Background: an optimization exercise with open tools, aiming at small area and a short achievable clock period. Do not read the settings as production practice. RTL that was checked went through simulation tests only; none was proved equivalent to the original. Only the layout flow was run in runs 7 to 9; the RTL was not checked for function there. No run shown here takes its clock network from TritonCTS; it comes from the design's own scripts or RTL. The clock port is modelled as an ideal driver, which makes a skipped or thinned clock tree look cheaper than it is; a real chip needs a root buffer or a tree. Power figures rest on the tool's default switching activity, not on a simulated workload.

**flow/design.v**
```verilog
module fifo(
    input         clk,
    input         rst,         
    input  [7:0]  data_in,
    input         w_en,
    input         r_en,
    output reg [7:0] data_out,
    output reg    full,
    output reg    empty
);
    reg [7:0] mem [0:3][0:7];
    reg [3:0] wb;               
    reg [3:0] wbok;             
    reg [7:0] wr;               
    reg [3:0] rb;               
    reg [3:0] rbok;             
    reg [7:0] crow [0:3];       
    reg [3:0] cm;               
    reg [8:0] cq;               
    reg [7:0] cand [0:3];       
    reg [7:0] wd;               
    reg       byp;              
    reg       nfull, nempty;    
    reg       up_q, dn_q;       
    wire wok = w_en & nfull;
    wire rd  = r_en & nempty;
    genvar b, i;
    generate
        for (b = 0; b < 4; b = b + 1) begin : g_bank
            for (i = 0; i < 8; i = i + 1) begin : g_row
                always @(posedge clk)
                    if (w_en & wbok[b] & wr[i])
                        mem[b][i] <= data_in;
            end
            reg [7:0] sel;
            integer k;
            always @* begin
                sel = 8'b0;
                for (k = 0; k < 8; k = k + 1)
                    sel = sel | ({8{crow[b][k]}} & mem[b][k]);
            end
            always @(posedge clk)
                cand[b] <= sel;
            always @(posedge clk)
                if (!rst)
                    crow[b] <= 8'b1;
                else if (r_en & rbok[b])
                    crow[b] <= {crow[b][6:0], crow[b][7]};
        end
    endgenerate
    wire [3:0] hs = rb & {4{~byp}};
    wire [7:0] head = ({8{hs[0]}} & cand[0]) | ({8{hs[1]}} & cand[1])
                    | ({8{hs[2]}} & cand[2]) | ({8{hs[3]}} & cand[3])
                    | ({8{byp}} & wd);
    wire inc = w_en & (r_en ? ~nempty : nfull);
    wire dec = r_en & (w_en ? ~nfull : nempty);
    wire       one_n   = cq[0] & cm[1];
    wire       n31_n   = cq[7] & cm[3];
    wire       empty_n = ~w_en & (~nempty | (r_en & one_n));
    wire       full_n  = ~r_en & (~nfull | (w_en & n31_n));
    wire [3:0] wb_n    = wok ? {wb[2:0], wb[3]} : wb;
    wire [3:0] rb_n    = rd ? {rb[2:0], rb[3]} : rb;
    wire [3:0] cm_n    = inc ? {cm[2:0], cm[3]} : (dec ? {cm[0], cm[3:1]} : cm);
    wire       up      = w_en & ~r_en & up_q;
    wire       dn      = r_en & (w_en ? ~nfull : dn_q);
    always @(posedge clk) begin
        wd  <= data_in;
        byp <= wok & (~nempty | (r_en & one_n));
    end
    always @(posedge clk) begin
        if (!rst) begin
            wb       <= 4'b1;
            wbok     <= 4'b1;
            wr       <= 8'b1;
            rb       <= 4'b1;
            rbok     <= 4'b0;
            cm       <= 4'b1;
            cq       <= 9'b1;
            up_q     <= 1'b0;
            dn_q     <= 1'b0;
            empty    <= 1'b1;
            full     <= 1'b0;
            nempty   <= 1'b0;
            nfull    <= 1'b1;
            data_out <= 8'b0;
        end else begin
            wb     <= wb_n;
            wbok   <= full_n ? 4'b0 : wb_n;
            if (w_en & wbok[3])
                wr <= {wr[6:0], wr[7]};
            rb     <= rb_n;
            rbok   <= empty_n ? 4'b0 : rb_n;
            if (rd)
                data_out <= head;
            cm     <= cm_n;
            if (up)
                cq <= {cq[7:0], 1'b0};
            else if (dn)
                cq <= {1'b0, cq[8:1]};
            up_q   <= cm_n[3] & ~full_n;
            dn_q   <= cm_n[0] & ~empty_n;
            empty  <= empty_n;
            full   <= full_n;
            nempty <= ~empty_n;
            nfull  <= ~full_n;
        end
    end
endmodule
```
**flow/flow/run.sh**
```bash
#!/bin/bash
set -euo pipefail
bash standard.sh finish PRE_CTS_TCL="$PWD/flow/my_cts.tcl" \
  BUFFER_PORTS_ARGS="-buffer_cell sky130_fd_sc_hd__buf_4" \
  MATCH_CELL_FOOTPRINT=0 > standard.log 2>&1
```
**flow/flow/my_cts.tcl**
```tcl
# Replaces clock_tree_synthesis with a two-level tree: K leaf buffers, each
# driving one cluster of clock sinks (k-means on sink locations), fed by up to
# R root buffers (k-means on the leaf locations), which the clock port feeds.
# Every sink sees the same two buffer stages.
rename clock_tree_synthesis orig_clock_tree_synthesis
source [file join [file dirname [info script]] my_cts_params.tcl]

proc my_kmeans {pts k iters} {
  # pts: list of {x y}; returns list of cluster index per point
  set n [llength $pts]
  set sorted [lsort -real -index 0 $pts]
  set cents {}
  for {set i 0} {$i < $k} {incr i} {
    lappend cents [lindex $sorted [expr {int(($i + 0.5) * $n / $k)}]]
  }
  set asg {}
  for {set it 0} {$it < $iters} {incr it} {
    set asg {}
    foreach p $pts {
      set best 0; set bd 1e30; set ci 0
      foreach c $cents {
        set dx [expr {[lindex $p 0] - [lindex $c 0]}]
        set dy [expr {[lindex $p 1] - [lindex $c 1]}]
        set d [expr {$dx * $dx + $dy * $dy}]
        if {$d < $bd} { set bd $d; set best $ci }
        incr ci
      }
      lappend asg $best
    }
    # balance: cap cluster size, move overflow points to nearest non-full cluster
    set newc {}
    for {set c 0} {$c < $k} {incr c} { set sx($c) 0.0; set sy($c) 0.0; set sn($c) 0 }
    foreach p $pts a $asg {
      set sx($a) [expr {$sx($a) + [lindex $p 0]}]
      set sy($a) [expr {$sy($a) + [lindex $p 1]}]
      incr sn($a)
    }
    for {set c 0} {$c < $k} {incr c} {
      if {$sn($c) > 0} {
        lappend newc [list [expr {$sx($c) / $sn($c)}] [expr {$sy($c) / $sn($c)}]]
      } else {
        lappend newc [lindex $cents $c]
      }
    }
    set cents $newc
  }
  return [list $asg $cents]
}

# Reassign points so that no cluster holds more than cap * N / K points:
# points with the most to lose pick first, each taking its nearest cluster
# with room. Returns the assignment and the new cluster centres.
proc my_balance {pts cents capf} {
  set n [llength $pts]
  set k [llength $cents]
  set cap [expr {int(ceil($capf * $n / $k))}]
  set order {}
  set i 0
  foreach p $pts {
    set ds {}
    set ci 0
    foreach c $cents {
      set dx [expr {[lindex $p 0] - [lindex $c 0]}]
      set dy [expr {[lindex $p 1] - [lindex $c 1]}]
      lappend ds [list $ci [expr {sqrt($dx * $dx + $dy * $dy)}]]
      incr ci
    }
    set ds [lsort -real -index 1 $ds]
    set dist($i) $ds
    lappend order [list $i [expr {[lindex $ds 1 1] - [lindex $ds 0 1]}]]
    incr i
  }
  for {set c 0} {$c < $k} {incr c} { set used($c) 0; set sx($c) 0.0; set sy($c) 0.0 }
  foreach o [lsort -real -decreasing -index 1 $order] {
    set i [lindex $o 0]
    foreach d $dist($i) {
      set c [lindex $d 0]
      if {$used($c) < $cap} { set a($i) $c; incr used($c); break }
    }
  }
  set asg {}
  for {set i 0} {$i < $n} {incr i} {
    lappend asg $a($i)
    set p [lindex $pts $i]
    set sx($a($i)) [expr {$sx($a($i)) + [lindex $p 0]}]
    set sy($a($i)) [expr {$sy($a($i)) + [lindex $p 1]}]
  }
  set newc {}
  for {set c 0} {$c < $k} {incr c} {
    if {$used($c) > 0} {
      lappend newc [list [expr {$sx($c) / $used($c)}] [expr {$sy($c) / $used($c)}]]
    } else {
      lappend newc [lindex $cents $c]
    }
  }
  return [list $asg $newc]
}

# Registers that drive an output port (through its port buffer) get the
# strongest drive of their cell type.
proc my_upsize_port_flops {} {
  set block [ord::get_db_block]
  foreach bt [$block getBTerms] {
    if {[$bt getIoType] ne "OUTPUT"} { continue }
    set net [$bt getNet]
    foreach it [$net getITerms] {
      if {![$it isOutputSignal]} { continue }
      set buf [$it getInst]
      foreach bit [$buf getITerms] {
        if {![$bit isInputSignal]} { continue }
        set inet [$bit getNet]
        if {$inet eq "NULL"} { continue }
        foreach dit [$inet getITerms] {
          if {![$dit isOutputSignal]} { continue }
          set ff [$dit getInst]
          set m [[$ff getMaster] getName]
          if {[regexp {^(sky130_fd_sc_hd__dfxtp)_[0-9]+$} $m -> base]} {
            puts "my_cts: [$ff getName] $m -> ${base}_4"
            replace_cell [$ff getName] ${base}_4
          }
        }
      }
    }
  }
}

# Plain registers whose output feeds many pins get a stronger drive.
proc my_upsize_fanout_flops {} {
  set block [ord::get_db_block]
  foreach inst [$block getInsts] {
    set m [[$inst getMaster] getName]
    if {![regexp {^sky130_fd_sc_hd__dfxtp_1$} $m]} { continue }
    set q [$inst findITerm Q]
    set net [$q getNet]
    if {$net eq "NULL"} { continue }
    set n [expr {[llength [$net getITerms]] - 1}]
    if {$n >= $::my_cts_ff4} {
      replace_cell [$inst getName] sky130_fd_sc_hd__dfxtp_4
    } elseif {$n >= $::my_cts_ff2} {
      replace_cell [$inst getName] sky130_fd_sc_hd__dfxtp_2
    }
  }
}

proc clock_tree_synthesis {args} {
  global my_cts_k my_cts_leaf my_cts_root
  set k $my_cts_k
  set leafm $my_cts_leaf
  set rootm $my_cts_root
  my_upsize_port_flops
  my_upsize_fanout_flops
  set db [ord::get_db]
  set block [ord::get_db_block]
  set clknet [$block findNet clk]
  set sinks {}
  set pts {}
  foreach it [$clknet getITerms] {
    set inst [$it getInst]
    set loc [$inst getLocation]
    set bb [$inst getBBox]
    lappend sinks $it
    lappend pts [list [expr {([$bb xMin] + [$bb xMax]) / 2.0}] [expr {([$bb yMin] + [$bb yMax]) / 2.0}]]
  }
  puts "my_cts: [llength $sinks] sinks, $k leaves"
  lassign [my_kmeans $pts $k 30] asg cents
  lassign [my_balance $pts $cents $::my_cts_cap] asg cents
  set lm [$db findMaster $leafm]
  set rm [$db findMaster $rootm]
  # group the leaves under R root buffers, each fed by the clock port
  set r $::my_cts_r
  lassign [my_kmeans $cents $r 30] rasg rcents
  for {set q 0} {$q < $r} {incr q} {
    if {[lsearch -exact $rasg $q] < 0} { continue }
    set rootnet($q) [odb::dbNet_create $block clknet_root_$q]
    $rootnet($q) setSigType CLOCK
    set root [odb::dbInst_create $block $rm clkbuf_root_$q]
    set rc [lindex $rcents $q]
    $root setLocation [expr {int([lindex $rc 0])}] [expr {int([lindex $rc 1])}]
    $root setPlacementStatus PLACED
    [$root findITerm A] connect $clknet
    [$root findITerm X] connect $rootnet($q)
  }
  for {set c 0} {$c < $k} {incr c} {
    set n [odb::dbNet_create $block clknet_leaf_$c]
    $n setSigType CLOCK
    set b [odb::dbInst_create $block $lm clkbuf_leaf_$c]
    set cc [lindex $cents $c]
    $b setLocation [expr {int([lindex $cc 0])}] [expr {int([lindex $cc 1])}]
    $b setPlacementStatus PLACED
    [$b findITerm A] connect $rootnet([lindex $rasg $c])
    [$b findITerm X] connect $n
    set leafnet($c) $n
    set cnt($c) 0
  }
  foreach it $sinks a $asg {
    $it disconnect
    $it connect $leafnet($a)
    incr cnt($a)
  }
  set_propagated_clock [all_clocks]
  for {set c 0} {$c < $k} {incr c} { puts "my_cts: leaf $c at [lindex $cents $c]: $cnt($c) sinks" }
  return ""
}
```
**flow/flow/my_cts_params.tcl**
```tcl
set ::my_cts_k 16
set ::my_cts_r 4
set ::my_cts_leaf sky130_fd_sc_hd__clkbuf_16
set ::my_cts_root sky130_fd_sc_hd__clkbuf_16
set ::my_cts_cap 1.1
set ::my_cts_ff4 7
set ::my_cts_ff2 4
```
**flow/standard.sh**
```bash
#!/bin/bash
# synth_recipe.tcl (not shown) runs the flow's synth.tcl, then flattens the netlist and writes it again
# the make line also repeats each setting of config.mk as NAME=value (left out here)
make -C /OpenROAD-flow-scripts/flow DESIGN_CONFIG=/design/flow/config.mk WORK_HOME=/design/flow/orfs CLKGATE_MAP_FILE= SYNTH_SCRIPT=/design/flow/synth_recipe.tcl "${@:-finish}"
```
**flow/config.mk**
```make
export PLATFORM = sky130hd
export DESIGN_NAME = fifo
export DESIGN_NICKNAME = fifo
export VERILOG_FILES = /design/flow/design.v
export SDC_FILE = /design/flow/constraint.sdc
export NUM_CORES = 4
export LEC_CHECK = 0
export CAP_MARGIN = 20
export CORE_MARGIN = 2
export CORE_UTILIZATION = 65
export GPL_ROUTABILITY_DRIVEN = 0
export SETUP_SLACK_MARGIN = 1.15
export SLEW_MARGIN = 20
export TNS_END_PERCENT = 100
```
**flow/constraint.sdc**
```tcl
create_clock -name core_clock -period 2.4 [get_ports {clk}]
set_input_delay 0.4800 -clock core_clock [delete_from_list [all_inputs] [get_ports {clk}]]
set_output_delay 0.4800 -clock core_clock [all_outputs]
set_load 0.01 [all_outputs]
```
==> qor.txt, run 1 <==
status: complete, no violations
Setup CP Type: reg2out
# DRC: 0
final hold violation count: 0
Slew @ Worst Pin: 0.456 ns
hold_buf cts: 0
cell chain of the critical path: buf_6
Total Wirelength: 29400 microns
dpl cell area: 13800 sq um
area share of the largest cell type after synthesis: 0.577
DP HPWL: 18000 microns
Post-Syn Area: 13300 sq um
DR WL/cell: 25.7 microns
row cnt: 52
Pre-antenna DRT Iters: 7
Async S/R FF share, synth: 0
gr ovfl total: 0
Setup crit end kind: output port
final setup fails: 0
#FFs+latches synth: 380
io pins: 22
Worst setup SP type: flip-flop
Core Area: 20200 sq um
clock latency (worst-skew pair): 0.33 ns
Antenna diodes: 0
post-route ant nets: 0
setup TNS: 0 ns
share of post-route cells with drive strength above 1: 0.198
simple-gate share of the synthesized area: 0.0805
mux contribution to synthesized area: 0.00376
Iter 0 DRT Violations: 892
Die Wd: 147 microns
Synth Flop Type: edfxtp_1
Achievable Freq: 781 MHz
Buf+Inv Stages, Crit Path: 1
largest area contributor in the netlist: edfxtp_1
Final Cell Area: 14600 sq um
Relative slew margins: 0.696
Critical Path RT: 1.92 ns
Slowest cell on crit path: dfxtp_4
RSZ-0062 raised after global routing: true
Global Route Usage Sum: 0.268
largest family of logic cells by synthesized area: compound AO/OA/AOI/OAI gates
Synth area leaders: edfxtp_1, dfxtp_1, a22oi_1, a21boi_0, nand2_1
die area: 21700 sq um
hold path depth: 1
EDFF count, synth: 256
Compound-Gate Fraction of Synth Area: 0.132
Final #Nets: 888
critical path depth: 1
Hold Path Class: in2reg
Register-to-Register Path Depth: 1
largest net degree at the start of global routing: 58
initial antenna violation count: 1
post-synthesis adder-cell area fraction: 0
worst-case vdd ir drop: 601 uV
fin crit period: 1.28 ns
Syn-to-layout area delta: 9.62%
CTS clock-pin slew for the worst setup and hold paths: 0.10 ns
xor and xnor area share after synthesis: 0
number of global-route vias before repair: 7276
Starting Density: 0.661
synthesized instance count: 889
routed via count: 7636
Max-Cap Viols: 0
Max stage delay on crit path: 0.36 ns
CP max FO: 1
Power Density: 734 nW/um^2
Die Y: 147 microns
Clock Skews: 0.0306 ns
cell family with most CP delay: flip-flops
I/O Buffers: 21
Post-Syn Nets: 901
Static Leak: 0.00456 uW
Syn Area/Cell: 15.0 sq um
yosys warns: 4
Worst EP arrival: 0.80 ns
synth unique cells: 35
post-synthesis sequential area ratio: 0.763
mean number of vias per cell: 6.67
first-pass GRT wire length: 43900 microns
fin. max-slew vios: 0
Final Cycle Share: 0.533
## registers in the layout, summed over array words and instances, names as in the netlist
signal / cells
rb: 4
cq: 9
cand: 32
wr: 8
rbok: 4
full: 1
data_out: 8
byp: 1
cm: 4
up_q: 1
wbok: 4
wd: 8
nfull: 1
empty: 1
nempty: 1
wb: 4
dn_q: 1
crow: 32
mem: 256
## cell usage in the layout (no fill, tap or decap), drive strengths merged, types with 3 or more instances in the layout
cell,netlist,routed
a31oi,8,8
nor2,6,6
o221a,6,6
o21ai,10,10
a21oi,14,14
and2,3,3
edfxtp,256,256
dfxtp,124,124
o211ai,8,8
mux2i,5,5
a21boi,36,36
clkbuf,45,20
a22oi,144,144
o21a,6,6
nand2,58,58
nor2b,18,18
buf,17,27
nand3b,10,10
and3,32,32
nand4,32,32
nand3,40,40
## cell families after synthesis
group,count (synthesis)
flip-flops,380
buffers and inverters,64
AO/OA/AOI/OAI,238
AND/OR/NAND/NOR,202
multiplexers,5
## Yosys cell counts (3+ instances only)
| cell | instances |
|---|---|
| a21oi_1 | 14 |
| o211ai_1 | 8 |
| buf_2 | 4 |
| buf_4 | 9 |
| dfxtp_1 | 124 |
| nand3b_1 | 10 |
| a21boi_0 | 34 |
| a31oi_1 | 8 |
| buf_1 | 4 |
| clkbuf_1 | 45 |
| nor2_1 | 6 |
| o21a_1 | 6 |
| a22oi_1 | 144 |
| o221a_2 | 6 |
| nor2b_1 | 17 |
| nand3_1 | 40 |
| edfxtp_1 | 256 |
| nand2_1 | 58 |
| mux2i_1 | 5 |
| nand4_1 | 32 |
| and2_1 | 3 |
| o21ai_0 | 7 |
| and3_1 | 32 |
## power by group
part / internal, uW / switching (uW)
Clock: 1500 / 1730
Combinational: 149 / 235
Sequential: 7020 / 87.6
Total: 8670 / 2050
## through the flow
stage / util / std cells / hold WS [ns] / power (uW) / setup slack (ns)
finish: 0.724 / 1144 / 0.484 / 10700 / 1.12
CTS: 0.722 / 1142 / 0.471 / 10700 / 1.11
floorplan: - / 889 / 0.440 / 7480 / 1.06
global placement: 0.682 / 1121 / 0.458 / 7630 / 0.593
detailed placement: 0.682 / 1121 / 0.466 / 7650 / 0.550
global route: 0.724 / 1144 / 0.485 / 11000 / 1.10
## what timing repair did
action / in CTS / in global routing
cloned: 0 / 0
setup buffers: 1 / 2
setup endpoints to repair: 131 / 52
pin swaps: 0 / 0
resized for setup: 21 / 12
## worst paths after layout
path | from | endpoint | slack (ns)
setup / recovery | full | full | 1.12
hold / removal | data_in[3] | wd[3] | 0.48
setup reg to reg | wr[6] | mem[30][5] | 1.21
hold reg to reg | mem[31][3] | cand[3][3] | 0.49
## layer usage
metal | vias up | GRT usage | share of wire
li1 | 3430 | - | -
met1 | 3842 | 0.405 | 0.43
met2 | 331 | 0.441 | 0.48
met3 | 33 | 0.0220 | 0.069
met4 | 0 | 0.0524 | 0.022
met5 | - | 0 | 0
## layout make-up
type / count / area (sq um)
timing repair buffer: 27 / 277
tap: 270 / 338
multi-input combinational: 445 / 3090
sequential: 380 / 10400
inverter: 2 / 7.51
fill: 1298 / 5560
buffer: 20 / 500
==> run 2, diff against run 1 <==
--- a/flow/config.mk
+++ b/flow/config.mk
@@ -8,7 +8,7 @@
 export CAP_MARGIN = 20
 export CORE_MARGIN = 2
 export CORE_UTILIZATION = 65
-export GPL_ROUTABILITY_DRIVEN = 0
+export PLACE_DENSITY = 0.75
 export SETUP_SLACK_MARGIN = 1.15
 export SLEW_MARGIN = 20
 export TNS_END_PERCENT = 100
==> qor.txt, run 2 <==
status: complete, no violations
yosys warns: 4
Global Route Usage Sum: 0.267
fin util: 0.724
Pre-antenna DRT Iters: 5
Synth Flop Type: edfxtp_1
Async S/R FF share, synth: 0
initial antenna violation count: 0
fin. max-slew vios: 0
largest net degree at the start of global routing: 73
cell chain of the critical path: buf_6
synthesized instance count: 889
synth cell count leaders: edfxtp_1, a22oi_1, dfxtp_1
gr ovfl total: 0
fin crit period: 1.32 ns
die area: 21700 sq um
total design power: 10800 uW
first-pass GRT wire length: 44200 microns
Relative slew margins: 0.689
Max-Cap Viols: 0
Die Wd: 147 microns
Clock Skews: 0.0585 ns
CTS clock-pin slew for the worst setup and hold paths: 0.10 ns
cell family with most CP delay: flip-flops
RR Startpoint: dn_q
row cnt: 52
Syn-to-layout area delta: 9.60%
Starting Density: 0.661
most common library cell in the layout ignoring fill and taps: edfxtp_1
commonest non-fill, non-tap cells in the layout: edfxtp_1, a22oi_1, dfxtp_4
Worst EP arrival: 0.84 ns
hold endpoint: wb[1]
setup TNS: 0 ns
Register-to-Register Path Depth: 4
RSZ-0062 raised after global routing: true
#FFs+latches synth: 380
worst hold start: wb[0]
Final Cell Area: 14600 sq um
routed via count: 7811
Setup crit end kind: output port
Total Wirelength: 29300 microns
setup ws final: 1.08 ns
Slowest cell on crit path: dfxtp_4
worst-case vdd ir drop: 603 uV
post-synthesis sequential area ratio: 0.763
Fill cells: 1231
Critical Path RT: 1.92 ns
DP HPWL: 18100 microns
largest area contributor in the netlist: edfxtp_1
Static Leak: 0.00455 uW
R2R setup slack: 1.20 ns
Synth area leaders: edfxtp_1, dfxtp_1, a22oi_1, a21boi_0, nand2_1
Iter 0 DRT Violations: 831
Post CTS Setup Buffer Count: 0
synth unique cells: 35
Final #Nets: 886
Worst setup SP type: flip-flop
Setup CP Type: reg2out
post-route ant nets: 0
Power Density: 737 nW/um^2
number of global-route vias before repair: 7490
final setup fails: 0
biggest regs: mem (256), cand (32), crow (32)
DR WL/cell: 25.6 microns
dpl cell area: 13700 sq um
Largest register FFs: 256
RD Place Congestion: 0.847
Final Cycle Share: 0.550
hold path depth: 2
clock latency (worst-skew pair): 0.34 ns
Die Y: 147 microns
most frequent cell after synthesis: edfxtp_1
Core Area: 20200 sq um
Syn Area/Cell: 15.0 sq um
EDFF count, synth: 256
Post-Syn Nets: 901
Reg with most FFs: mem
area share of the largest cell type after synthesis: 0.577
Hold Path Class: reg2reg
I/O Buffers: 21
share of post-route cells with drive strength above 1: 0.200
# DRC: 0
CP max FO: 2
Post-Syn Area: 13300 sq um
final hold violation count: 0
worst r2r dst: cq[2]
Max stage delay on crit path: 0.38 ns
Achievable Freq: 757 MHz
pre-CTS setup slack: 0.542 ns
Buf+Inv Stages, Crit Path: 1
Antenna diodes: 0
Slew @ Worst Pin: 0.466 ns
mean number of vias per cell: 6.84
io pins: 22
## run 2: worst max-delay path by stage
stage                      startpoint           to  slack (ns)  cells past startpoint
after floorplan                  w_en    mem[0][0]        1.06                      4
after global placement           w_en      wbok[1]        0.59                      5
after detailed placement         w_en      wbok[1]        0.54                      5
after CTS                 data_out[7]  data_out[7]        1.08                      1
after global routing      data_out[2]  data_out[2]        1.07                      1
final                     data_out[3]  data_out[3]        1.08                      1
## run 2: worst reg2reg max path: stages, from the launching register on
cell and delay [ns]:
dfxtp_1 0.34, nor2b_2 0.24, o21ai_2 0.13, o221a_2 0.29, o21a_1 0.11
## run 2: through the flow
stage               hold slack, ns  std cells
finish                       0.460       1142
global route                 0.467       1142
CTS                          0.463       1141
detailed placement           0.476       1120
global placement             0.456       1120
floorplan                    0.440        889
## run 2: cell type report
class	instances	area (sq um)	area share
flip-flops and latches	380	10400	0.712
multi-input cells	446	3100	0.212
plain buffers	20	500	0.0343
well taps	270	338	0.0231
repair buffers	24	260	0.0178
inverters	2	7.51	0.000514
## run 2: kinds of logic (layout without fill, tap and decap cells)
| kind of cell | after synthesis | after routing | share of synthesized area |
|---|---|---|---|
| compound gates | 238 | 239 | 0.132 |
| buf+inv | 64 | 46 | 0.0209 |
| flops | 380 | 380 | 0.763 |
| mux | 5 | 5 | 0.00376 |
| simple gates | 202 | 202 | 0.0805 |
## run 2: what timing repair did
action,in CTS,in global routing
hold buffers,0,0
resized for setup,25,12
pin swaps,0,1
cloned,1,1
setup endpoints to repair,155,36
## run 2: report_power, final
group          leakage (uW)  total [uW]  switching [uW]  internal (uW)
clock              0.000246        3270            1760           1500
sequential          0.00337        7110            89.5           7020
combinational      0.000939         387             241            146
total               0.00455       10800            2090           8670
## run 2: metal layers
metal  GRT usage  wire (microns)  part of all wire
met4      0.0683             945             0.032
met1       0.387           12100              0.41
met3      0.0217            2090             0.071
met2       0.447           14200              0.48
met5           0               0                 0
==> run 3, diff against run 2 <==
--- a/flow/config.mk
+++ b/flow/config.mk
@@ -8,7 +8,6 @@
 export CAP_MARGIN = 20
 export CORE_MARGIN = 2
 export CORE_UTILIZATION = 65
-export PLACE_DENSITY = 0.75
 export SETUP_SLACK_MARGIN = 1.15
 export SLEW_MARGIN = 20
 export TNS_END_PERCENT = 100
==> qor.txt, run 3 <==
largest net degree at the start of global routing: 48
Pre-antenna DRT Iters: 5
Achievable Freq: 796 MHz
Reg with most FFs: mem
Relative slew margins: 0.662
R2R setup slack: 1.19 ns
clock latency (worst-skew pair): 0.36 ns
I/O Buffers: 21
Final #Nets: 893
Slew @ Worst Pin: 0.507 ns
Largest register FFs: 256
Max-Cap Viols: 0
commonest non-fill, non-tap cells in the layout: edfxtp_1, a22oi_1, dfxtp_4
number of global-route vias before repair: 7430
Slowest cell on crit path: dfxtp_4
synth unique cells: 35
fin. max-slew vios: 0
setup TNS: 0 ns
Clock Skews: 0.0722 ns
Setup crit end kind: output port
Starting Density: 0.661
area share of the largest cell type after synthesis: 0.577
Total Wirelength: 30300 microns
routed via count: 7680
Async S/R FF share, synth: 0
initial antenna violation count: 0
Hold Path Class: in2reg
worst-case vdd ir drop: 545 uV
Post-Syn Area: 13300 sq um
Syn-to-layout area delta: 10.1%
Static Leak: 0.00460 uW
Global Route Usage Sum: 0.279
most frequent cell after synthesis: edfxtp_1
DR WL/cell: 26.3 microns
mean number of vias per cell: 6.68
synthesized instance count: 889
biggest regs: mem (256), cand (32), crow (32)
post-synthesis sequential area ratio: 0.763
cell chain of the critical path: buf_6
synth cell count leaders: edfxtp_1, a22oi_1, dfxtp_1
most common library cell in the layout ignoring fill and taps: edfxtp_1
post-route ant nets: 0
Core Area: 20200 sq um
Critical Path RT: 1.92 ns
gr ovfl total: 0
Post-Syn Nets: 901
Worst setup SP type: flip-flop
Buf+Inv Stages, Crit Path: 1
Die Y: 147 microns
Syn Area/Cell: 15.0 sq um
Iter 0 DRT Violations: 919
#FFs+latches synth: 380
Antenna diodes: 0
CTS clock-pin slew for the worst setup and hold paths: 0.09 ns
yosys warns: 4
row cnt: 52
critical path depth: 1
largest area contributor in the netlist: edfxtp_1
final hold violation count: 0
CP max FO: 1
EDFF count, synth: 256
DP HPWL: 18300 microns
fin crit period: 1.26 ns
Final Cycle Share: 0.523
io pins: 22
Worst EP arrival: 0.78 ns
Synth Flop Type: edfxtp_1
RD Place Congestion: 1.01
hold path depth: 2
cell family with most CP delay: flip-flops
fin util: 0.728
Setup CP Type: reg2out
die area: 21700 sq um
hold_buf cts: 0
Synth area leaders: edfxtp_1, dfxtp_1, a22oi_1, a21boi_0, nand2_1
Register-to-Register Path Depth: 1
Max stage delay on crit path: 0.35 ns
Power Density: 733 nW/um^2
RSZ-0062 raised after global routing: true
# DRC: 0
Die Wd: 147 microns
first-pass GRT wire length: 45300 microns
share of post-route cells with drive strength above 1: 0.198
final setup fails: 0
status: complete, no violations
run 3: repair_timing:
action                     4_1_cts  5_1_grt
pin swaps                        0        2
resized for setup               20       11
setup endpoints to repair      133       39
cloned                           0        2
setup buffers                    3        2
run 3: path summary, 6_finish.rpt:
check,to,start
hold reg to reg,cq[8],cq[8]
setup reg to reg,mem[29][6],wr[5]
hold / removal,wb[0],rst
setup / recovery,empty,empty
run 3: through the flow:
stage               hold WS (ns)  std cells  power (uW)  worst slack (ns)  instance area, sq um
floorplan                  0.440        889        7480              1.06                 13500
global placement           0.454       1122        7630             0.598                 13800
detailed placement         0.456       1122        7650             0.586                 13800
CTS                        0.467       1145       10800              1.13                 14600
global route               0.432       1149       11100              1.13                 14700
finish                     0.444       1149       10800              1.14                 14700
run 3: cells by family after synthesis:
family,synth area share
muxes,0.00376
and+or+nand+nor,0.0805
buffers and inverters,0.0209
AOI/OAI and AO/OA,0.132
DFF,0.763
run 3: power breakdown:
part           internal, uW  switching (uW)  total (uW)
sequential             7020            86.8        7100
clock                  1500            1760        3260
combinational           156             247         403
run 3: cell type report:
class | count | area [sq um]
Inverter | 2 | 7.51
Sequential cell | 380 | 10400
Fill cell | 1312 | 5490
Tap cell | 270 | 338
Buffer | 20 | 500
Timing Repair Buffer | 31 | 333
Multi-Input combinational cell | 446 | 3100
run 3: metal layers:
metal,GRT usage,vias to the layer above,part of all wire
li1,-,3442,-
met1,0.421,3855,0.42
met2,0.450,340,0.48
met3,0.0248,43,0.076
met4,0.0659,0,0.028
met5,0,-,0
==> run 4, diff against run 3 <==
==> flow/flow/my_cts_params.tcl (replaced) <==
set ::my_cts_k 16
set ::my_cts_r 4
set ::my_cts_leaf sky130_fd_sc_hd__clkbuf_16
set ::my_cts_root sky130_fd_sc_hd__clkbuf_16
set ::my_cts_cap 1.1
set ::my_cts_ff4 1000
set ::my_cts_ff2 6
==> qor.txt, run 4 <==
status: complete, no violations
share of post-route cells with drive strength above 1: 0.184
Reg with most FFs: mem
Total Wirelength: 29700 microns
Syn-to-layout area delta: 8.67%
CP max FO: 2
Core Area: 20200 sq um
post-synthesis sequential area ratio: 0.763
Setup crit end kind: output port
routed via count: 7725
Slowest cell on crit path: dfxtp_4
largest net degree at the start of global routing: 48
CTS clock-pin slew for the worst setup and hold paths: 0.10 ns
Syn Area/Cell: 15.0 sq um
largest area contributor in the netlist: edfxtp_1
final hold violation count: 0
synth unique cells: 35
Register-to-Register Path Depth: 5
RR Startpoint: nempty
cell family with most CP delay: flip-flops
synthesized instance count: 889
Max-Cap Viols: 0
Hold Path Class: in2reg
Async S/R FF share, synth: 0
hold endpoint: cm[0]
setup TNS: 0 ns
commonest non-fill, non-tap cells in the layout: edfxtp_1, a22oi_1, dfxtp_1
R2R setup slack: 1.16 ns
synth cell count leaders: edfxtp_1, a22oi_1, dfxtp_1
DR WL/cell: 25.9 microns
row cnt: 52
hold path depth: 2
# DRC: 0
Setup CP Type: reg2out
Static Leak: 0.00453 uW
Largest register FFs: 256
Pre-antenna DRT Iters: 5
Worst EP arrival: 0.81 ns
critical path depth: 1
initial antenna violation count: 0
Clock Skews: 0.0286 ns
Critical Path RT: 1.92 ns
most common library cell in the layout ignoring fill and taps: edfxtp_1
fin. max-slew vios: 0
Final #Nets: 888
EDFF count, synth: 256
Fill cells: 1332
first-pass GRT wire length: 44900 microns
Post-Syn Nets: 901
hold_buf cts: 0
cell chain of the critical path: buf_6
Iter 0 DRT Violations: 932
number of global-route vias before repair: 7366
area share of the largest cell type after synthesis: 0.577
RD Place Congestion: 1.01
io pins: 22
Starting Density: 0.661
Post-Syn Area: 13300 sq um
die area: 21700 sq um
Slew @ Worst Pin: 0.514 ns
Relative slew margins: 0.657
DP HPWL: 18300 microns
fin crit period: 1.29 ns
Die Y: 147 microns
#FFs+latches synth: 380
Hold WS: 0.456 ns
fin util: 0.718
Max stage delay on crit path: 0.37 ns
most frequent cell after synthesis: edfxtp_1
Die Wd: 147 microns
Final Cycle Share: 0.536
worst hold start: rst
Synth Flop Type: edfxtp_1
Global Route Usage Sum: 0.274
biggest regs: mem (256), cand (32), crow (32)
post-route ant nets: 0
clock latency (worst-skew pair): 0.31 ns
total design power: 10800 uW
Worst setup SP type: flip-flop
Power Density: 743 nW/um^2
mean number of vias per cell: 6.75
RSZ-0062 raised after global routing: true
Achievable Freq: 777 MHz
worst-case vdd ir drop: 548 uV
Buf+Inv Stages, Crit Path: 1
I/O Buffers: 21
worst r2r dst: data_out[2]
yosys warns: 4
Synth area leaders: edfxtp_1, dfxtp_1, a22oi_1, a21boi_0, nand2_1
final setup fails: 0
gr ovfl total: 0
[run 4: cell count changes in the layout (fill, tap and decap cells not counted), moves of 3 or more]
cell	change
dfxtp_4	-45
dfxtp_2	+34
dfxtp_1	+11
and3_4	+4
and3_1	-3
buf_4	-3
[run 4: stage by stage]
stage / worst slack [ns] / std cells / area [sq um]
after floorplan: 1.06 / 889 / 13500
after global placement: 0.598 / 1122 / 13800
after detailed placement: 0.586 / 1122 / 13800
after CTS: 1.11 / 1144 / 14500
after global routing: 1.06 / 1144 / 14500
final: 1.11 / 1145 / 14500
[run 4: final cells by class]
type                    instances  area, sq um  share of cell area
diodes                          1         2.50            0.000173
multi-input cells             445         3090               0.213
repair buffers                 27          275              0.0190
flip-flops and latches        380        10300               0.709
plain buffers                  20          500              0.0346
well taps                     270          338              0.0233
inverters                       2         7.51            0.000518
[run 4: worst max-delay path by stage]
stage,startpoint,slack (ns),end
2_1_floorplan,w_en,1.06,mem[0][0]
3_3_place_gp,r_en,0.60,cm[3]
3_5_place_dp,r_en,0.59,up_q
4_1_cts,data_out[1],1.11,data_out[1]
5_1_grt,nfull,1.06,up_q
6_report,data_out[1],1.11,data_out[1]
[run 4: worst reg2reg max path: stages (launching register included)]
cell	delay (ns)
dfxtp_4	0.42
and2_2	0.24
buf_6	0.18
nand3b_1	0.11
o211ai_1	0.11
a31oi_1	0.05
[run 4: kinds of logic (layout without fill, tap and decap cells)]
kind of cell           count (synthesis)  after routing  share of synthesized area
AO/OA/AOI/OAI                        238            238                      0.132
other                                  0              1                          0
buffers and inverters                 64             49                     0.0209
AND/OR/NAND/NOR                      202            202                     0.0805
multiplexers                           5              5                    0.00376
flip-flops                           380            380                      0.763
[run 4: layer usage]
| layer | GRT usage | up-vias | wire [microns] |
|---|---|---|---|
| li1 | - | 3427 | - |
| met1 | 0.420 | 3893 | 12400 |
| met2 | 0.443 | 342 | 14200 |
| met3 | 0.0217 | 63 | 2240 |
| met4 | 0.0572 | 0 | 848 |
| met5 | 0 | - | 0 |
[run 4: timing repair]
| item | 4_1_cts | 5_1_grt |
|---|---|---|
| setup buffers | 2 | 0 |
| gates cloned | 0 | 0 |
| endpoints found under the setup margin | 139 | 46 |
| hold endpoints to repair | 0 | 0 |
| gates resized for setup | 26 | 9 |
| pin swaps | 0 | 1 |
[run 4: power breakdown]
group	internal (uW)	switching (uW)
Clock	1500	1730
Sequential	7060	85.6
Combinational	145	237
Total	8710	2050
==> run 5, diff against run 4 <==
==> flow/flow/my_cts_params.tcl (replaced) <==
set ::my_cts_k 16
set ::my_cts_r 4
set ::my_cts_leaf sky130_fd_sc_hd__clkbuf_16
set ::my_cts_root sky130_fd_sc_hd__clkbuf_16
set ::my_cts_cap 1.1
set ::my_cts_ff4 7
set ::my_cts_ff2 4
--- a/flow/config.mk
+++ b/flow/config.mk
@@ -7,7 +7,7 @@
 export LEC_CHECK = 0
 export CAP_MARGIN = 20
 export CORE_MARGIN = 2
-export CORE_UTILIZATION = 65
+export CORE_UTILIZATION = 60
 export SETUP_SLACK_MARGIN = 1.15
 export SLEW_MARGIN = 20
 export TNS_END_PERCENT = 100
==> qor.txt, run 5 <==
cell family with most CP delay: flip-flops
Post-Syn Area: 13300 sq um
Antenna diodes: 0
Max-Cap Viols: 0
crit path launch: data_out[5]
Largest register FFs: 256
pre-CTS setup slack: 0.559 ns
biggest regs: mem (256), cand (32), crow (32)
Iter 0 DRT Violations: 808
fin. max-slew vios: 0
worst-case vdd ir drop: 574 uV
Slew @ Worst Pin: 0.522 ns
Static Leak: 0.00459 uW
final hold violation count: 0
RD Place Congestion: 0.851
synth unique cells: 35
final setup fails: 0
#FFs+latches synth: 380
largest family of logic cells by synthesized area: compound AO/OA/AOI/OAI gates
CTS clock-pin slew for the worst setup and hold paths: 0.10 ns
RR Startpoint: wr[6]
Achievable Freq: 776 MHz
Clock Skews: 0.0434 ns
status: complete, no violations
Setup CP Type: reg2out
die area: 23400 sq um
dpl cells: 1130
row cnt: 54
Buf+Inv Stages, Crit Path: 1
yosys warns: 4
mux contribution to synthesized area: 0.00376
Die Y: 153 microns
Reg with most FFs: mem
Starting Density: 0.611
post-route ant nets: 0
commonest non-fill, non-tap cells in the layout: edfxtp_1, a22oi_1, dfxtp_4
Core Area: 21800 sq um
Slowest cell on crit path: dfxtp_4
fin crit period: 1.29 ns
Hold Path Class: reg2reg
simple-gate share of the synthesized area: 0.0805
most common library cell in the layout ignoring fill and taps: edfxtp_1
total design power: 10800 uW
Total Wirelength: 30300 microns
Max stage delay on crit path: 0.36 ns
initial antenna violation count: 0
Layout Cells excl Fill: 1155
post-synthesis adder-cell area fraction: 0
Global Route Usage Sum: 0.256
Post-Syn Nets: 901
post-synthesis sequential area ratio: 0.763
Die Wd: 153 microns
io pins: 22
mean number of vias per cell: 6.61
RSZ-0062 raised after global routing: true
routed via count: 7637
worst hold start: cq[8]
hold_buf cts: 0
synth cell count leaders: edfxtp_1, a22oi_1, dfxtp_1
share of post-route cells with drive strength above 1: 0.201
largest area contributor in the netlist: edfxtp_1
Synth Flop Type: edfxtp_1
Async S/R FF share, synth: 0
Power Density: 737 nW/um^2
largest net degree at the start of global routing: 73
I/O Buffers: 21
Final #Nets: 889
Worst EP arrival: 0.81 ns
# DRC: 0
DR WL/cell: 26.3 microns
CP max FO: 2
setup ws final: 1.11 ns
most frequent cell after synthesis: edfxtp_1
Pre-antenna DRT Iters: 7
Syn-to-layout area delta: 10.1%
synthesized instance count: 889
gr ovfl total: 0
DP HPWL: 18400 microns
Setup crit end kind: output port
Critical Path RT: 1.92 ns
Final Cycle Share: 0.537
number of global-route vias before repair: 7345
EDFF count, synth: 256
clock latency (worst-skew pair): 0.33 ns
Syn Area/Cell: 15.0 sq um
Compound-Gate Fraction of Synth Area: 0.132
Relative slew margins: 0.652
Synth area leaders: edfxtp_1, dfxtp_1, a22oi_1, a21boi_0, nand2_1
xor and xnor area share after synthesis: 0
setup TNS: 0 ns
R2R setup slack: 1.19 ns
first-pass GRT wire length: 45800 microns
area share of the largest cell type after synthesis: 0.577
cell chain of the critical path: buf_6
Worst setup SP type: flip-flop
run 5: cell count changes in the layout (fill, tap and decap cells not counted), moves of 3 or more:
cell / before / now
and3_4: 28 / 24
and3_2: 4 / 7
dfxtp_4: 12 / 57
dfxtp_2: 46 / 12
dfxtp_1: 66 / 55
run 5: cell type report:
| type | count | area, sq um |
|---|---|---|
| fill | 1499 | 7150 |
| multi-input combinational | 445 | 3120 |
| buffer | 20 | 500 |
| inverter | 2 | 7.51 |
| tap | 280 | 350 |
| sequential | 380 | 10400 |
| timing repair buffer | 28 | 293 |
run 5: timing repair:
item | 4_1_cts | 5_1_grt
pin swaps | 0 | 2
gates resized for setup | 27 | 13
gates cloned | 1 | 0
buffers inserted | 2 | 2
endpoints found under the setup margin | 135 | 46
run 5: kinds of logic after synthesis:
kind of cell,count (synthesis)
muxes,5
and+or+nand+nor,202
buffers and inverters,64
DFF,380
AOI/OAI and AO/OA,238
run 5: stage by stage:
step                hold slack, ns  utilization  area, sq um
CTS                          0.497        0.669        14600
floorplan                    0.440            -        13500
global route                 0.518        0.672        14700
finish                       0.492        0.672        14700
detailed placement           0.472        0.630        13800
global placement             0.461        0.630        13800
run 5: routing by layer:
metal / global-route usage / up-vias / wire length, microns
met5: 0 / - / 0
li1: - / 3437 / -
met3: 0.0261 / 45 / 1920
met1: 0.398 / 3851 / 13300
met2: 0.393 / 304 / 14200
met4: 0.0653 / 0 / 924
run 5: final timing paths:
path	end	cells after the start
worst max-delay path	data_out[5]	1
worst min-delay path	cq[8]	2
worst max register to register	mem[30][2]	1
worst min register to register	cq[8]	2
run 5: power by group:
group	total [uW]	internal (uW)	switching [uW]	leakage, uW
sequential	7110	7020	86.9	0.00337
combinational	402	154	247	0.000973
clock	3300	1500	1800	0.000246
==> run 6, diff against run 5 <==
==> flow/flow/my_cts_params.tcl (replaced) <==
set ::my_cts_k 16
set ::my_cts_r 4
set ::my_cts_leaf sky130_fd_sc_hd__buf_16
set ::my_cts_root sky130_fd_sc_hd__buf_16
set ::my_cts_cap 1.1
set ::my_cts_ff4 7
set ::my_cts_ff2 4
--- a/flow/config.mk
+++ b/flow/config.mk
@@ -7,7 +7,7 @@
 export LEC_CHECK = 0
 export CAP_MARGIN = 20
 export CORE_MARGIN = 2
-export CORE_UTILIZATION = 60
+export CORE_UTILIZATION = 65
 export SETUP_SLACK_MARGIN = 1.15
 export SLEW_MARGIN = 20
 export TNS_END_PERCENT = 100
==> qor.txt, run 6 <==
Post-Syn Nets: 901
Relative slew margins: 0.653
synthesized instance count: 889
largest area contributor in the netlist: edfxtp_1
area occupied by multi-input gates: 3110 sq um
synth unique cells: 35
final hold violation count: 0
I/O Buffers: 21
share of post-route cells with drive strength above 1: 0.196
# DRC: 0
Worst EP arrival: 1.39 ns
die area: 21700 sq um
post-route ant nets: 0
DP HPWL: 18300 microns
RR Startpoint: cm[3]
Setup CP Type: in2reg
largest net degree at the start of global routing: 48
setup ws final: 1.16 ns
Die Y: 147 microns
gr busiest metal: met2
sequential power share: 0.633
pre-CTS setup slack: 0.586 ns
Synth Flop Type: edfxtp_1
Async S/R FF share, synth: 0
Switch Pwr: 2210 uW
CP max FO: 31
worst-case vdd ir drop: 568 uV
Antenna diodes: 0
routing usage on met2: 0.440
clock latency (worst-skew pair): 0.35 ns
most common library cell in the layout ignoring fill and taps: edfxtp_1
initial antenna violation count: 0
Fill cells: 1299
mean number of vias per cell: 6.76
cell family with most CP delay: compound AO/OA/AOI/OAI gates
Iter 0 DRT Violations: 894
Critical Path RT: 2.55 ns
Reg with most FFs: mem
FF/Latch Area: 10400 sq um
first-pass GRT wire length: 45100 microns
yosys warns: 4
commonest non-fill, non-tap cells in the layout: edfxtp_1, a22oi_1, dfxtp_4
Switching Fraction: 0.197
worst hold start: rst
Syn Area/Cell: 15.0 sq um
status: complete, no violations
Syn-to-layout area delta: 10.7%
RD Place Congestion: 1.01
Slowest cell on crit path: o221ai_2
fin util: 0.732
DR WL/cell: 26.5 microns
EDFF count, synth: 256
post-synthesis sequential area ratio: 0.763
fin. max-slew vios: 0
#FFs+latches synth: 380
routed via count: 7753
setup TNS: 0 ns
combinational share of power: 0.037
Pre-antenna DRT Iters: 5
Die Wd: 147 microns
Max stage delay on crit path: 0.21 ns
Slew @ Worst Pin: 0.520 ns
Final #Nets: 891
row cnt: 52
Clk pwr share: 0.331
Largest register FFs: 256
synth cell count leaders: edfxtp_1, a22oi_1, dfxtp_1
Static Leak: 0.00461 uW
Power Density: 762 nW/um^2
number of global-route vias before repair: 7418
Core Area: 20200 sq um
Max-Cap Viols: 0
fin crit period: 1.24 ns
Achievable Freq: 808 MHz
Final Cycle Share: 0.516
gr ovfl total: 0
RSZ-0062 raised after global routing: true
biggest regs: mem (256), cand (32), crow (32)
area share of the largest cell type after synthesis: 0.577
Pint: 9030 uW
CTS clock-pin slew for the worst setup and hold paths: 0.09 ns
cell chain of the critical path: buf_16, buf_12, nand2_4, o221ai_2, o2bb2ai_2, nor2_1
final setup fails: 0
met1 Resource Use GR: 0.421
Starting Density: 0.661
crit path launch: r_en
Hold WS: 0.455 ns
Hold Path Class: in2reg
Post-Syn Area: 13300 sq um
Buf+Inv Stages, Crit Path: 2
io pins: 22
Synth area leaders: edfxtp_1, dfxtp_1, a22oi_1, a21boi_0, nand2_1
Global Route Usage Sum: 0.277
most frequent cell after synthesis: edfxtp_1
Total Wirelength: 30400 microns
GR Util met3: 0.0227
Clock Skews: 0.0894 ns
Setup crit end kind: flip-flop
Worst setup SP type: input pin
## run 6: routing by layer
layer	part of all wire	vias to the layer above
met1	0.41	3888
met4	0.034	0
met2	0.47	360
li1	-	3447
met5	0	-
met3	0.079	58
## run 6: final cells by class
cell class / count / share of cell area
timing repair buffer: 29 / 0.0235
buffer: 20 / 0.0373
multi-input combinational: 446 / 0.211
sequential: 380 / 0.705
inverter: 2 / 0.000509
tap: 270 / 0.0229
## run 6: worst paths after layout
check | to | slack, ns | depth (start not counted)
max | dn_q | 1.16 | 6
min | wb[0] | 0.46 | 2
max reg2reg | nfull | 1.17 | 4
min reg2reg | cand[2][7] | 0.46 | 2
## run 6: repair_timing
action	in CTS	in global routing
setup buffers	1	1
resized for setup	14	20
setup endpoints to repair	228	33
pin swaps	0	1
hold buffers	0	0
gates cloned	0	3
## run 6: logic make-up (layout without fill, tap and decap cells)
family,after synthesis,in the layout,share of synthesized area
compound gates,238,239,0.132
buf+inv,64,51,0.0209
flops,380,380,0.763
mux,5,5,0.00376
simple gates,202,202,0.0805
## run 6: per-stage QoR
| stage | power, uW | cell area [sq um] | cells |
|---|---|---|---|
| 3_5_place_dp | 7650 | 13800 | 1122 |
| 6_report | 11200 | 14800 | 1147 |
| 4_1_cts | 11200 | 14600 | 1143 |
| 3_3_place_gp | 7630 | 13800 | 1122 |
| 5_1_grt | 11600 | 14800 | 1147 |
| 2_1_floorplan | 7480 | 13500 | 889 |
## run 6: power groups by stage
stage               Combinational (uW)  Sequential (uW)  Clock [uW]
finish                             410             7110        3720
detailed placement                 360             7290           0
global route                       442             7120        4000
floorplan                          230             7250           0
global placement                   342             7290           0
CTS                                375             7100        3760
==> run 7, diff against run 6 <==
--- a/flow/design.v
+++ b/flow/design.v
@@ -9,10 +9,8 @@
     output reg    empty
 );
     reg [7:0] mem [0:3][0:7];
-    reg [3:0] wb;               
     reg [3:0] wbok;             
     reg [7:0] wr;               
-    reg [3:0] rb;               
     reg [3:0] rbok;             
     reg [7:0] crow [0:3];       
     reg [3:0] cm;               
@@ -48,7 +46,7 @@
                     crow[b] <= {crow[b][6:0], crow[b][7]};
         end
     endgenerate
-    wire [3:0] hs = rb & {4{~byp}};
+    wire [3:0] hs = rbok & {4{~byp}};
     wire [7:0] head = ({8{hs[0]}} & cand[0]) | ({8{hs[1]}} & cand[1])
                     | ({8{hs[2]}} & cand[2]) | ({8{hs[3]}} & cand[3])
                     | ({8{byp}} & wd);
@@ -58,8 +56,10 @@
     wire       n31_n   = cq[7] & cm[3];
     wire       empty_n = ~w_en & (~nempty | (r_en & one_n));
     wire       full_n  = ~r_en & (~nfull | (w_en & n31_n));
-    wire [3:0] wb_n    = wok ? {wb[2:0], wb[3]} : wb;
-    wire [3:0] rb_n    = rd ? {rb[2:0], rb[3]} : rb;
+    wire [3:0] wb      = nfull ? wbok : rbok;
+    wire [3:0] rb      = nempty ? rbok : wbok;
+    wire [3:0] wb_n    = wok ? {wbok[2:0], wbok[3]} : wb;
+    wire [3:0] rb_n    = rd ? {rbok[2:0], rbok[3]} : rb;
     wire [3:0] cm_n    = inc ? {cm[2:0], cm[3]} : (dec ? {cm[0], cm[3:1]} : cm);
     wire       up      = w_en & ~r_en & up_q;
     wire       dn      = r_en & (w_en ? ~nfull : dn_q);
@@ -69,10 +69,8 @@
     end
     always @(posedge clk) begin
         if (!rst) begin
-            wb       <= 4'b1;
             wbok     <= 4'b1;
             wr       <= 8'b1;
-            rb       <= 4'b1;
             rbok     <= 4'b0;
             cm       <= 4'b1;
             cq       <= 9'b1;
@@ -84,11 +82,9 @@
             nfull    <= 1'b1;
             data_out <= 8'b0;
         end else begin
-            wb     <= wb_n;
             wbok   <= full_n ? 4'b0 : wb_n;
             if (w_en & wbok[3])
                 wr <= {wr[6:0], wr[7]};
-            rb     <= rb_n;
             rbok   <= empty_n ? 4'b0 : rb_n;
             if (rd)
                 data_out <= head;
==> flow/flow/my_cts_params.tcl (replaced) <==
set ::my_cts_k 16
set ::my_cts_r 4
set ::my_cts_leaf sky130_fd_sc_hd__clkbuf_16
set ::my_cts_root sky130_fd_sc_hd__clkbuf_16
set ::my_cts_cap 1.1
set ::my_cts_ff4 7
set ::my_cts_ff2 4
--- a/flow/config.mk
+++ b/flow/config.mk
@@ -10,4 +10,4 @@
 export CORE_UTILIZATION = 65
 export SETUP_SLACK_MARGIN = 1.15
 export SLEW_MARGIN = 20
-export TNS_END_PERCENT = 100
+export TNS_END_PERCENT = 5
==> qor.txt, run 7 <==
share of post-route cells with drive strength above 1: 0.182
DP HPWL: 18600 microns
RD Place Congestion: 0.896
CTS clock-pin slew for the worst setup and hold paths: 0.09 ns
Global Route Usage Sum: 0.271
most common library cell in the layout ignoring fill and taps: edfxtp_1
first-pass GRT wire length: 44100 microns
Switch Pwr: 2070 uW
Slowest cell on crit path: a222oi_1
post-route ant nets: 0
Switching Fraction: 0.195
fin. max-slew vios: 0
yosys warns: 4
EDFF count, synth: 256
Starting Density: 0.657
most frequent cell after synthesis: edfxtp_1
Worst EP arrival: 1.71 ns
fin util: 0.711
Largest register FFs: 256
Relative slew margins: 0.573
Die Y: 147 microns
Pre-antenna DRT Iters: 6
synthesized instance count: 881
DR WL/cell: 25.7 microns
final hold violation count: 0
Buf+Inv Stages, Crit Path: 0
Antenna diodes: 0
RSZ-0062 raised after global routing: true
Core Area: 20100 sq um
die area: 21500 sq um
Iter 0 DRT Violations: 716
Clk pwr share: 0.301
cell chain of the critical path: a222oi_1, a21oi_1, a22o_1
gr ovfl total: 0
fin crit period: 1.49 ns
Pint: 8550 uW
setup TNS: 0 ns
largest area contributor in the netlist: edfxtp_1
Synth Flop Type: edfxtp_1
final setup fails: 0
area share of the largest cell type after synthesis: 0.582
# DRC: 0
Achievable Freq: 669 MHz
Die Wd: 147 microns
Static Leak: 0.00452 uW
Fill cells: 1334
clock latency (worst-skew pair): 0.33 ns
Slew @ Worst Pin: 0.640 ns
Syn-to-layout area delta: 8.15%
#FFs+latches synth: 372
Hold WS: 0.479 ns
Final Cycle Share: 0.623
cell family with most CP delay: compound AO/OA/AOI/OAI gates
Post-Syn Nets: 893
Clock Skews: 0.0547 ns
Max-Cap Viols: 0
Final #Nets: 877
CP max FO: 10
row cnt: 52
post-synthesis sequential area ratio: 0.757
synth unique cells: 43
status: complete, no violations
combinational share of power: 0.039
biggest regs: mem (256), cand (32), crow (32)
routed via count: 7449
number of global-route vias before repair: 7234
Max stage delay on crit path: 0.58 ns
I/O Buffers: 21
sequential power share: 0.660
Hold Path Class: reg2reg
synth cell count leaders: edfxtp_1, a22oi_1, dfxtp_1
area occupied by multi-input gates: 3010 sq um
Total Wirelength: 29100 microns
Synth area leaders: edfxtp_1, dfxtp_1, a22oi_1, nand2_1, a21boi_0
io pins: 22
Setup crit end kind: flip-flop
Worst setup SP type: flip-flop
hold_buf cts: 0
Post-Syn Area: 13200 sq um
Async S/R FF share, synth: 0
Syn Area/Cell: 15.0 sq um
mean number of vias per cell: 6.57
Critical Path RT: 2.62 ns
initial antenna violation count: 0
Reg with most FFs: mem
FF/Latch Area: 10200 sq um
Setup CP Type: reg2reg
Power Density: 743 nW/um^2
commonest non-fill, non-tap cells in the layout: edfxtp_1, a22oi_1, nand2_1
worst-case vdd ir drop: 616 uV
largest net degree at the start of global routing: 53
## run 7: cell types whose count changed after synthesis, moves of 7 or more
cell | previous run | this run
a22o_1 | 0 | 9
nand3_1 | 40 | 7
nand2_1 | 58 | 76
a31oi_1 | 8 | 1
dfxtp_1 | 124 | 116
a21oi_1 | 14 | 30
a222oi_1 | 0 | 8
nand3b_1 | 10 | 1
o211ai_1 | 8 | 0
a211oi_1 | 0 | 8
a22oi_1 | 144 | 128
## run 7: area by class of cell
| cell class | count | share of cell area |
|---|---|---|
| flip-flops and latches | 372 | 0.715 |
| multi-input cells | 442 | 0.211 |
| plain buffers | 20 | 0.0350 |
| well taps | 270 | 0.0236 |
| repair buffers | 24 | 0.0137 |
| inverters | 5 | 0.00131 |
## run 7: cells by family (layout without fill, tap and decap cells)
| family | count (synthesis) | after routing | share of synthesized area |
|---|---|---|---|
| flip-flops | 372 | 372 | 0.757 |
| multiplexers | 6 | 6 | 0.00454 |
| buffers and inverters | 67 | 49 | 0.0245 |
| AO/OA/AOI/OAI | 247 | 247 | 0.140 |
| AND/OR/NAND/NOR | 189 | 189 | 0.0734 |
## run 7: through the flow
stage	setup WS [ns]	cells	instance area [sq um]	power (uW)
2_1_floorplan	1.05	881	13400	7400
3_3_place_gp	0.631	1111	13500	7580
3_5_place_dp	0.573	1111	13500	7590
4_1_cts	0.939	1133	14300	10700
5_1_grt	0.910	1133	14300	10900
6_report	0.906	1133	14300	10600
## run 7: routing by layer
metal  vias to the layer above  wire length, microns  global-route usage
li1                       3385                     -                   -
met1                      3748                 12400               0.400
met2                       267                 14100               0.449
met3                        49                  1820              0.0244
met4                         0                   794              0.0641
met5                         -                     0                   0
## run 7: power by group through the flow
stage,Clock [uW],Combinational [uW],Sequential [uW]
after CTS,3240,412,7000
after detailed placement,0,401,7190
after global routing,3460,450,7020
after global placement,0,389,7190
final,3200,416,7010
after floorplan,0,273,7130
## run 7: worst reg2reg max path, cell delays in order, from the launching register on
cell      delay [ns]
dfxtp_4         0.38
a222oi_1        0.58
a21oi_1         0.19
a22o_1          0.24
## run 7: path summary, 6_finish.rpt
kind / start / to / slack (ns) / cells after the start
worst max-delay path: rbok[0] / data_out[4] / 0.91 / 3
worst min-delay path: mem[27][3] / cand[3][3] / 0.48 / 2
worst max register to register: rbok[0] / data_out[4] / 0.91 / 3
worst min register to register: mem[27][3] / cand[3][3] / 0.48 / 2
## run 7: what timing repair did
item                       in CTS  in global routing
buffers inserted                2                  0
resized for setup               5                  0
setup endpoints to repair     232                 58
==> run 8, diff against run 7 <==
--- a/flow/config.mk
+++ b/flow/config.mk
@@ -7,7 +7,7 @@
 export LEC_CHECK = 0
 export CAP_MARGIN = 20
 export CORE_MARGIN = 2
-export CORE_UTILIZATION = 65
+export CORE_UTILIZATION = 75
 export SETUP_SLACK_MARGIN = 1.15
 export SLEW_MARGIN = 20
 export TNS_END_PERCENT = 5
==> qor.txt, run 8 <==
crit path launch: rbok[0]
cell chain of the critical path: buf_6, a222oi_1, a21oi_1, a22o_1
status: complete, no violations
Pre-antenna DRT Iters: 7
CP max FO: 6
worst r2r dst: data_out[0]
mean number of vias per cell: 7.16
Setup CP Type: reg2reg
largest net degree at the start of global routing: 53
worst-case vdd ir drop: 658 uV
most frequent cell after synthesis: edfxtp_1
biggest regs: mem (256), cand (32), crow (32)
synthesized instance count: 881
Die Y: 137 microns
crit path capture: data_out[0]
Worst setup SP type: flip-flop
Largest register FFs: 256
RSZ-0062 raised after global routing: true
Achievable Freq: 708 MHz
initial antenna violation count: 0
final hold violation count: 0
dpl cells: 1066
total design power: 10700 uW
yosys warns: 4
Static Leak: 0.00452 uW
area share of the largest cell type after synthesis: 0.582
fin. max-slew vios: 0
first-pass GRT wire length: 44400 microns
EDFF count, synth: 256
number of global-route vias before repair: 7378
Total Wirelength: 29600 microns
Slew @ Worst Pin: 0.528 ns
dpl cell area: 13500 sq um
Antenna diodes: 0
most common library cell in the layout ignoring fill and taps: edfxtp_1
Hold Path Class: in2reg
DR WL/cell: 27.2 microns
#FFs+latches synth: 372
routed via count: 7785
setup ws final: 0.988 ns
CTS clock-pin slew for the worst setup and hold paths: 0.11 ns
top routing layer in use: met4
# DRC: 0
share of post-route cells with drive strength above 1: 0.183
post-route ant nets: 0
Global Route Usage Sum: 0.321
fin crit period: 1.41 ns
Max stage delay on crit path: 0.45 ns
synth unique cells: 43
post-synthesis sequential area ratio: 0.757
row cnt: 48
pre-CTS setup slack: 0.583 ns
met3 WL: 2990 microns
Final Cell Area: 14200 sq um
Async S/R FF share, synth: 0
Buf+Inv Stages, Crit Path: 1
DRT met1 WL: 11900 microns
Final Cycle Share: 0.588
Core Area: 17200 sq um
Layout Cells excl Fill: 1088
Max-Cap Viols: 0
commonest non-fill, non-tap cells in the layout: edfxtp_1, a22oi_1, nand2_1
Syn-to-layout area delta: 7.76%
final setup fails: 0
synth cell count leaders: edfxtp_1, a22oi_1, dfxtp_1
largest area contributor in the netlist: edfxtp_1
Final #Nets: 877
hold_buf cts: 0
Relative slew margins: 0.648
Iter 0 DRT Violations: 1066
I/O Buffers: 21
Die Wd: 137 microns
Starting Density: 0.767
RR Startpoint: rbok[0]
DP HPWL: 18100 microns
Setup crit end kind: flip-flop
cell family with most CP delay: compound AO/OA/AOI/OAI gates
Reg with most FFs: mem
Post-Syn Nets: 893
Syn Area/Cell: 15.0 sq um
RD Place Congestion: 0.880
Worst EP arrival: 1.65 ns
Power Density: 751 nW/um^2
R2R setup slack: 0.99 ns
gr ovfl total: 0
Clock Skews: 0.0640 ns
clock latency (worst-skew pair): 0.33 ns
Post-Syn Area: 13200 sq um
Critical Path RT: 2.64 ns
io pins: 22
setup TNS: 0 ns
Register-to-Register Path Depth: 4
Slowest cell on crit path: a222oi_1
Synth area leaders: edfxtp_1, dfxtp_1, a22oi_1, nand2_1, a21boi_0
critical path depth: 4
met2 routed WL: 14000 microns
Synth Flop Type: edfxtp_1
die area: 18700 sq um
run 8: cell types whose count changed in the layout (fill, tap and decap cells not counted):
cell / change
buf_4: -1
and2_1: -1
buf_6: +1
and2_2: +1
run 8: metrics by stage:
stage          hold WS [ns]  utilization
2_1_floorplan         0.440            -
3_3_place_gp          0.460        0.782
3_5_place_dp          0.471        0.782
4_1_cts               0.460        0.826
5_1_grt               0.472        0.826
6_report              0.474        0.826
run 8: worst min-delay path by stage:
| stage | endpoint | cells past startpoint | slack (ns) | startpoint |
|---|---|---|---|---|
| finish | wd[7] | 1 | 0.47 | data_in[7] |
| global placement | cand[1][4] | 2 | 0.46 | mem[14][4] |
| detailed placement | data_out[4] | 1 | 0.47 | data_out[4] |
| floorplan | cand[0][0] | 2 | 0.44 | mem[3][0] |
| CTS | wd[7] | 1 | 0.46 | data_in[7] |
| global route | wd[7] | 1 | 0.47 | data_in[7] |
run 8: where the power goes:
| group | internal [uW] | leakage (uW) | switching [uW] |
|---|---|---|---|
| clock | 1500 | 0.000246 | 1770 |
| sequential | 6900 | 0.00330 | 106 |
| combinational | 151 | 0.000975 | 269 |
run 8: layout make-up:
| type | count | area, sq um |
|---|---|---|
| Inverter | 5 | 18.8 |
| Timing Repair Buffer | 24 | 200 |
| Multi-Input combinational cell | 442 | 3010 |
| Tap cell | 225 | 282 |
| Sequential cell | 372 | 10200 |
| Buffer | 20 | 500 |
| Fill cell | 862 | 3000 |
run 8: metal layers:
layer / track usage / vias to the layer above
li1: - / 3380
met1: 0.496 / 3849
met2: 0.502 / 503
met3: 0.0463 / 53
met4: 0.0596 / 0
met5: 0 / -
run 8: cell families after synthesis:
group	Yosys count	synth area share
DFF	372	0.757
muxes	6	0.00454
and+or+nand+nor	189	0.0734
buffers and inverters	67	0.0245
AOI/OAI and AO/OA	247	0.140
run 8: timing repair:
item | CTS | global route
gates resized for setup | 9 | 0
hold endpoints to repair | 0 | 0
setup endpoints to repair | 186 | 55
buffers inserted | 2 | 0
pin swaps | 6 | 1
==> run 9, diff against run 8 <==
==> flow/flow/my_cts_params.tcl (replaced) <==
set ::my_cts_k 16
set ::my_cts_r 4
set ::my_cts_leaf sky130_fd_sc_hd__clkbuf_16
set ::my_cts_root sky130_fd_sc_hd__clkbuf_16
set ::my_cts_cap 1.1
set ::my_cts_ff4 1000
set ::my_cts_ff2 6
--- a/flow/config.mk
+++ b/flow/config.mk
@@ -7,7 +7,7 @@
 export LEC_CHECK = 0
 export CAP_MARGIN = 20
 export CORE_MARGIN = 2
-export CORE_UTILIZATION = 75
+export CORE_UTILIZATION = 65
 export SETUP_SLACK_MARGIN = 1.15
 export SLEW_MARGIN = 20
 export TNS_END_PERCENT = 5
==> qor.txt, run 9 <==
status: complete, no violations
yosys warns: 4
CP max FO: 6
largest area contributor in the netlist: edfxtp_1
Fill cells: 1336
Starting Density: 0.657
fin. max-slew vios: 0
most frequent cell after synthesis: edfxtp_1
Total Wirelength: 29400 microns
share of post-route cells with drive strength above 1: 0.174
most common library cell in the layout ignoring fill and taps: edfxtp_1
post-route ant nets: 0
synthesized instance count: 881
Clock Skews: 0.0667 ns
Post-Syn Area: 13200 sq um
Iter 0 DRT Violations: 703
Core Area: 20100 sq um
post-synthesis sequential area ratio: 0.757
Die Wd: 147 microns
Setup CP Type: reg2reg
Pre-antenna DRT Iters: 6
Antenna diodes: 0
Syn Area/Cell: 15.0 sq um
setup TNS: 0 ns
# DRC: 0
Synth area leaders: edfxtp_1, dfxtp_1, a22oi_1, nand2_1, a21boi_0
Slew @ Worst Pin: 0.633 ns
mean number of vias per cell: 6.55
dpl cell area: 13500 sq um
row cnt: 52
clock latency (worst-skew pair): 0.35 ns
synth cell count leaders: edfxtp_1, a22oi_1, dfxtp_1
area share of the largest cell type after synthesis: 0.582
Final Cell Area: 14200 sq um
Max stage delay on crit path: 0.55 ns
die area: 21500 sq um
first-pass GRT wire length: 44300 microns
Worst EP arrival: 1.75 ns
EDFF count, synth: 256
initial antenna violation count: 1
I/O Buffers: 21
Worst setup SP type: flip-flop
io pins: 22
final setup fails: 0
Reg with most FFs: mem
CTS clock-pin slew for the worst setup and hold paths: 0.10 ns
number of global-route vias before repair: 7225
DR WL/cell: 25.8 microns
fin crit period: 1.56 ns
commonest non-fill, non-tap cells in the layout: edfxtp_1, a22oi_1, nand2_1
DP HPWL: 18600 microns
synth unique cells: 43
Achievable Freq: 640 MHz
Synth Flop Type: edfxtp_1
Syn-to-layout area delta: 7.56%
Slowest cell on crit path: a222oi_1
Hold Path Class: reg2reg
hold_buf cts: 0
total design power: 10700 uW
RD Place Congestion: 0.896
dpl cells: 1111
Relative slew margins: 0.578
routed via count: 7450
RSZ-0062 raised after global routing: true
Max-Cap Viols: 0
Die Y: 147 microns
largest net degree at the start of global routing: 53
final hold violation count: 0
Final #Nets: 881
cell chain of the critical path: buf_6, a222oi_1, a21oi_1, a22o_1
Post-Syn Nets: 893
gr ovfl total: 0
Largest register FFs: 256
Critical Path RT: 2.59 ns
Setup crit end kind: flip-flop
biggest regs: mem (256), cand (32), crow (32)
Async S/R FF share, synth: 0
worst-case vdd ir drop: 564 uV
Final Cycle Share: 0.651
Power Density: 752 nW/um^2
Global Route Usage Sum: 0.273
#FFs+latches synth: 372
Layout Cells excl Fill: 1137
Static Leak: 0.00452 uW
==> run 9: where the power goes <==
group	switching [uW]	leakage (uW)	internal, uW
clock network	1720	0.000246	1500
logic	268	0.000991	155
registers	106	0.00328	6940
==> run 9: logic make-up after synthesis <==
family | Yosys count | synth area share
AND/OR/NAND/NOR | 189 | 0.0734
AO/OA/AOI/OAI | 247 | 0.140
multiplexers | 6 | 0.00454
buffers and inverters | 67 | 0.0245
flip-flops | 372 | 0.757
==> run 9: worst paths after layout <==
| kind | start | slack (ns) | end | cells past startpoint |
|---|---|---|---|---|
| max | rbok[0] | 0.84 | data_out[3] | 4 |
| min | mem[23][3] | 0.47 | cand[2][3] | 2 |
| max reg2reg | rbok[0] | 0.84 | data_out[3] | 4 |
| min reg2reg | mem[23][3] | 0.47 | cand[2][3] | 2 |
==> run 9: critical path: cells and delay by family (launching register included) <==
family                 cells  cell delay [ns]
AO/OA/AOI/OAI              3             0.90
buffers and inverters      1             0.13
flip-flops                 1             0.38
==> run 9: area by class of cell <==
type,count,area (sq um),share of cell area
Sequential cell,372,10100,0.711
Inverter,5,18.8,0.00132
Tap cell,270,338,0.0238
Multi-Input combinational cell,443,3020,0.213
Timing Repair Buffer,27,226,0.0159
Buffer,20,500,0.0352
==> run 9: timing repair <==
action	4_1_cts	5_1_grt
pin swaps	15	14
endpoints found under the setup margin	245	125
gates cloned	1	0
resized for setup	12	0
hold endpoints to repair	0	0
setup buffers	4	1
==> run 9: stage by stage <==
step	setup slack, ns	hold WS, ns	utilization
6_report	0.837	0.473	0.707
5_1_grt	0.809	0.494	0.707
4_1_cts	0.882	0.467	0.707
3_5_place_dp	0.573	0.468	0.674
3_3_place_gp	0.631	0.465	0.674
2_1_floorplan	1.05	0.440	-
==> run 9: routing by layer <==
layer	track usage	routed length, microns
met1	0.397	12400
met2	0.460	14300
met3	0.0303	2010
met4	0.0485	624
met5	0	11

## what the ideal ports hide
Ports are ideal in the flow. The routed layouts listed here were re-timed in OpenROAD.
Step 1, drivers: a clkbuf_16 drives clk and a buf_2 each remaining input, both assumed.
Step 2 times the ports against the registers' clock, not the clock port: input delays grow and output delays shrink by t, the midpoint of the rising clock arrivals with the driver on.
Three values: ideal, step 1, step 2; two values: the first two.
run | t (ns) | slack for setup (ns)
run 1 | 0.412 | 1.120 / 1.018 / 0.815
run 2 | 0.415 | 1.080 / 0.978 / 0.817
run 3 | 0.425 | 1.144 / 1.045 / 0.764
run 4 | 0.417 | 1.114 / 1.002 / 0.790
run 5 | 0.418 | 1.111 / 1.004 / 0.804
run 6 | 0.421 | 1.163 / 1.055 / 0.770
run 7 | 0.405 | 0.906 / 0.906 / 0.756
run 8 | 0.401 | 0.988 / 0.986 / 0.764
run 9 | 0.436 | 0.837 / 0.837 / 0.750
After both steps setup and hold are still met in every run listed.
